What follows belongs to an exercise in optimizing a design on an open flow for small area; a production flow would make more cautious choices. At most, simulation tests tie the RTL to the original design; equivalence was not proved. Power figures rest on the tool's default switching activity, not on a simulated workload.

==> flow/design.v <==
module debounc_1 (
	clk,
	n_rst,
	din,
	rise
);
input clk;
input n_rst;
input din;
output rise;
localparam [14:0] LOAD = 15'h1484;
reg [14:0] cnt;
reg din_d1;
reg dout_d1;
wire restart = din ^ din_d1;
wire idle = ~|cnt[13:0];
wire zero = idle & ~cnt[14];
wire [14:0] cnt_step = {cnt[13:0], ~(cnt[14] ^ cnt[7]) & ~idle};
assign rise = zero & din_d1 & ~dout_d1;
always @(posedge clk or negedge n_rst)
	if(!n_rst) begin
		din_d1 <= 1'b0;
		cnt <= 15'h0;
		dout_d1 <= 1'b0;
	end
	else begin
		din_d1 <= din;
		cnt <= restart ? LOAD : cnt_step;
		if (zero) dout_d1 <= din_d1;
	end
endmodule
module debounc_2 (
	clk,
	n_rst,
	din,
	rise
);
input clk;
input n_rst;
input din;
output reg rise;
localparam [14:0] LOAD = 15'h2908;
reg [14:0] cnt;
reg din_d1;
reg dnext;
reg up;
wire restart = din ^ din_d1;
wire idle = ~|cnt;
wire [14:0] cnt_step = {cnt[13:0], ~(cnt[14] ^ cnt[7]) & ~idle};
wire start = idle & restart;
always @(posedge clk or negedge n_rst)
	if(!n_rst) begin
		din_d1 <= 1'b0;
		cnt <= 15'h0;
		dnext <= 1'b0;
		up <= 1'b0;
		rise <= 1'b0;
	end
	else begin
		din_d1 <= din;
		cnt <= cnt_step | ({15{start}} & LOAD);
		if (start) dnext <= din;
		up <= start & din & ~dnext;
		rise <= up;
	end
endmodule
module debounc_3 (
	clk,
	n_rst,
	din,
	rise
);
input clk;
input n_rst;
input din;
output rise;
localparam [14:0] LOAD = 15'h1484;
reg [14:0] cnt;
reg din_d1;
reg dout_d1;
wire restart = din ^ din_d1;
wire idle = ~|cnt[13:0];
wire zero = idle & ~cnt[14];
wire [14:0] cnt_step = {cnt[13:0], ~(cnt[14] ^ cnt[7]) & ~idle};
assign rise = zero & din_d1 & ~dout_d1;
always @(posedge clk or negedge n_rst)
	if(!n_rst) begin
		din_d1 <= 1'b0;
		cnt <= 15'h0;
		dout_d1 <= 1'b0;
	end
	else begin
		din_d1 <= din;
		cnt <= cnt_step | ({15{idle & restart}} & LOAD);
		if (zero) dout_d1 <= din_d1;
	end
endmodule
module edge_det_p(
    clk,
    n_rst,
    b0,
    b0_on
);
input clk;
input n_rst;
input b0;
output b0_on;
reg b0_d1;
always @(posedge clk or negedge n_rst)
if(!n_rst) begin
    b0_d1 <= 1'b0;
end
else begin
    b0_d1 <= b0;
end
assign b0_on = b0 & ~b0_d1;
endmodule
module led(
  clk,
  n_rst,
  din,
  dout
  );
input clk;
input n_rst;
input din;
output dout;
localparam [19:0] LOAD = 20'haccb;
reg [19:0] counter;
wire idle = ~|counter;
wire [19:0] step = {counter[18:0], ~(counter[19] ^ counter[16]) & ~idle};
always @(posedge clk or negedge n_rst)
  if (!n_rst) counter <= 20'h0;
  else counter <= din ? LOAD : step;
assign dout = ~idle;
endmodule
module doorlock_hdl(
  clk,
  n_rst,
  bt,
  btstar,
  opened
);
input clk;
input n_rst;
input [9:0] bt;
input btstar;
output opened;
parameter S_IDLE = 3'h0;
parameter S_FIRST = 3'h1;
parameter S_SEC = 3'h3;
parameter S_LAST = 3'h6;
parameter S_OPEN = 3'h4;
parameter S_FAKE = 3'h2;
parameter S_IDLE_O = 3'h5;
reg [2:0] c_state, n_state;
wire bt_any = |bt;
always @(posedge clk or negedge n_rst)
  if(!n_rst) c_state <= S_IDLE;
  else c_state <= n_state;
always @(*)
  case (c_state)
    S_IDLE, S_IDLE_O : n_state = bt[1] ? S_FIRST : S_IDLE;
    S_FIRST : n_state = bt[2] ? S_SEC : (btstar | bt_any) ? S_IDLE : S_FIRST;
    S_SEC : n_state = bt[7] ? S_LAST : btstar ? S_IDLE : bt_any ? S_FAKE : S_SEC;
    S_LAST : n_state = btstar ? S_OPEN : bt[7] ? S_LAST : bt_any ? S_FAKE : S_LAST;
    S_OPEN : n_state = S_IDLE_O;
    S_FAKE : n_state = bt[7] ? S_LAST : btstar ? S_IDLE : S_FAKE;
    default : n_state = S_IDLE;
  endcase
assign opened = (c_state == S_IDLE_O);
endmodule
module bd_if(
  clk,
  n_rst,
  bt_i,
  btstar_i,
  led_i,
  bt_o,
  btstar_o,
  led_o
  );
input clk;
input n_rst;
input [9:0] bt_i;
input btstar_i;
input led_i;
output [9:0] bt_o;
output btstar_o;
output led_o;
debounc_1 u_debounc0(.clk(clk), .n_rst(n_rst), .din(bt_i[0]), .rise(bt_o[0]));
debounc_1 u_debounc1(.clk(clk), .n_rst(n_rst), .din(bt_i[1]), .rise(bt_o[1]));
debounc_2 u_debounc2(.clk(clk), .n_rst(n_rst), .din(bt_i[2]), .rise(bt_o[2]));
debounc_2 u_debounc3(.clk(clk), .n_rst(n_rst), .din(bt_i[3]), .rise(bt_o[3]));
debounc_2 u_debounc4(.clk(clk), .n_rst(n_rst), .din(bt_i[4]), .rise(bt_o[4]));
debounc_2 u_debounc5(.clk(clk), .n_rst(n_rst), .din(bt_i[5]), .rise(bt_o[5]));
debounc_3 u_debounc6(.clk(clk), .n_rst(n_rst), .din(bt_i[6]), .rise(bt_o[6]));
debounc_3 u_debounc7(.clk(clk), .n_rst(n_rst), .din(bt_i[7]), .rise(bt_o[7]));
debounc_3 u_debounc8(.clk(clk), .n_rst(n_rst), .din(bt_i[8]), .rise(bt_o[8]));
debounc_3 u_debounc9(.clk(clk), .n_rst(n_rst), .din(bt_i[9]), .rise(bt_o[9]));
edge_det_p u_edgedet_pstar(.clk(clk), .n_rst(n_rst), .b0(~btstar_i), .b0_on(btstar_o));
led u_led(.clk(clk), .n_rst(n_rst), .din(led_i), .dout(led_o));
endmodule
module top(
	clk,
	n_rst,
	bt,
	btstar,
	led
);
input clk;
input n_rst;
input [9:0] bt;
input btstar;
output led;
wire [9:0] bt_w;
wire btstar_w;
wire open_w;
bd_if u_bd_if(
    .clk(clk),
    .n_rst(n_rst),
    .bt_i(bt),
    .btstar_i(btstar),
    .led_i(open_w),
    .bt_o(bt_w),
    .btstar_o(btstar_w),
    .led_o(led)
);
doorlock_hdl u_doorlock(
    .clk(clk),
    .n_rst(n_rst),
    .bt(bt_w),
    .btstar(btstar_w),
    .opened(open_w)
);
endmodule
==> flow/config.mk <==
export PLATFORM = sky130hd
export DESIGN_NAME = top
export DESIGN_NICKNAME = top
export VERILOG_FILES = /design/flow/design.v
export SDC_FILE = /design/flow/constraint.sdc
export NUM_CORES = 4
export LEC_CHECK = 0
export CAP_MARGIN = 20
export CORE_MARGIN = 2
export CORE_UTILIZATION = 40
export SLEW_MARGIN = 20
==> flow/constraint.sdc <==
create_clock -name core_clock -period 10.0 [get_ports {clk}]
set_input_delay 2.0000 -clock core_clock [delete_from_list [all_inputs] [get_ports {clk}]]
set_output_delay 2.0000 -clock core_clock [all_outputs]
set_load 0.01 [all_outputs]
standard.sh (not shown) runs the stock make flow with config.mk's settings and CLKGATE_MAP_FILE= SYNTH_SCRIPT=/design/flow/synth_recipe.tcl, a recipe that flattens the netlist after the stock synthesis.
==> flow/flow/run.sh <==
#!/bin/bash
# The standard layout (standard.sh), with two changes made through the ORFS
# variables it reads: the port buffers are the smallest buffer, and clock tree
# synthesis inserts no dummy loads and uses small clusters.
set -euo pipefail
export BUFFER_PORTS_ARGS="-buffer_cell sky130_fd_sc_hd__buf_1"
export CTS_ARGS="-sink_clustering_enable -repair_clock_nets -dont_use_dummy_load -buf_list {sky130_fd_sc_hd__clkbuf_4} -sink_clustering_size 10 -sink_clustering_max_diameter 40"
bash standard.sh > standard.log 2>&1
Then changed:
--- a/flow/design.v
+++ b/flow/design.v
@@ -4,32 +4,33 @@
 	din,
 	rise
 );
 input clk;
 input n_rst;
 input din;
-output rise;
-localparam [14:0] LOAD = 15'h1484;
+output reg rise;
+localparam [14:0] LOAD = 15'h2908;
 reg [14:0] cnt;
 reg din_d1;
-reg dout_d1;
+reg dout_rdy;
 wire restart = din ^ din_d1;
-wire idle = ~|cnt[13:0];
-wire zero = idle & ~cnt[14];
+wire idle = ~|cnt;
 wire [14:0] cnt_step = {cnt[13:0], ~(cnt[14] ^ cnt[7]) & ~idle};
-assign rise = zero & din_d1 & ~dout_d1;
+wire take = idle & ~restart;
 always @(posedge clk or negedge n_rst)
 	if(!n_rst) begin
 		din_d1 <= 1'b0;
 		cnt <= 15'h0;
-		dout_d1 <= 1'b0;
+		dout_rdy <= 1'b0;
+		rise <= 1'b0;
 	end
 	else begin
 		din_d1 <= din;
 		cnt <= restart ? LOAD : cnt_step;
-		if (zero) dout_d1 <= din_d1;
+		if (take) dout_rdy <= din;
+		rise <= take & din & ~dout_rdy;
 	end
 endmodule
 module debounc_2 (
 	clk,
 	n_rst,
 	din,
@@ -70,32 +71,34 @@
 	din,
 	rise
 );
 input clk;
 input n_rst;
 input din;
-output rise;
-localparam [14:0] LOAD = 15'h1484;
+output reg rise;
+localparam [14:0] LOAD = 15'h2908;
 reg [14:0] cnt;
 reg din_d1;
-reg dout_d1;
+reg dout_rdy;
 wire restart = din ^ din_d1;
-wire idle = ~|cnt[13:0];
-wire zero = idle & ~cnt[14];
+wire idle = ~|cnt;
 wire [14:0] cnt_step = {cnt[13:0], ~(cnt[14] ^ cnt[7]) & ~idle};
-assign rise = zero & din_d1 & ~dout_d1;
+wire take = idle & ~restart;
+wire start = idle & restart;
 always @(posedge clk or negedge n_rst)
 	if(!n_rst) begin
 		din_d1 <= 1'b0;
 		cnt <= 15'h0;
-		dout_d1 <= 1'b0;
+		dout_rdy <= 1'b0;
+		rise <= 1'b0;
 	end
 	else begin
 		din_d1 <= din;
-		cnt <= cnt_step | ({15{idle & restart}} & LOAD);
-		if (zero) dout_d1 <= din_d1;
+		cnt <= cnt_step | ({15{start}} & LOAD);
+		if (take) dout_rdy <= din;
+		rise <= take & din & ~dout_rdy;
 	end
 endmodule
 module edge_det_p(
     clk,
     n_rst,
     b0,
The changed run completed without violations.
Worst hold slack degrades by 0.0082 ns.
Cell area rose by 1.8%.
Clock skew hardly moves.
Wire length rose by 2.1%.
Synthesized area rose by 1.8%.
Die area rose by 1.8%.
Count of clock-buffer cells in the layout rose by 1.
Clock power rose by about 5%.
Non-clock buffer count stays the same.
Global-route usage rose by 0.25 points.
Sequential share of layout area rose by 0.82 points.
The RTL of the second run of this note was laid out without a check of its function.

separate check: timing with driven ports:
In the flow no input, the clock included, has a driving cell. The finished layouts below were timed again as built, in two steps.
Step 1: set_driving_cell puts a clkbuf_16 on clk and a buf_2 on each other input, an assumption about the parent block.
Step 2, shift: input delay + t, output delay - t, t = (earliest + latest rising clock arrival at the registers) / 2. This alone moves slack from input paths to output paths.
Slacks: ideal ports / drivers / drivers and shift; pairs: ideal ports / drivers.
run	t, ns	setup WS [ns]	hold WS [ns]	worst setup path after step 2	clock arrival spread, ns
the first run	0.611	6.246 / 6.213 / 6.710	0.355 / 0.355 / 0.355	input, reset recovery	0.052 / 0.052
the second run	0.633	6.232 / 6.198 / 6.372	0.346 / 0.346 / 0.346	input, reset recovery	0.050 / 0.050
After both steps every run listed still meets setup and hold. Setup slack includes reset recovery checks.
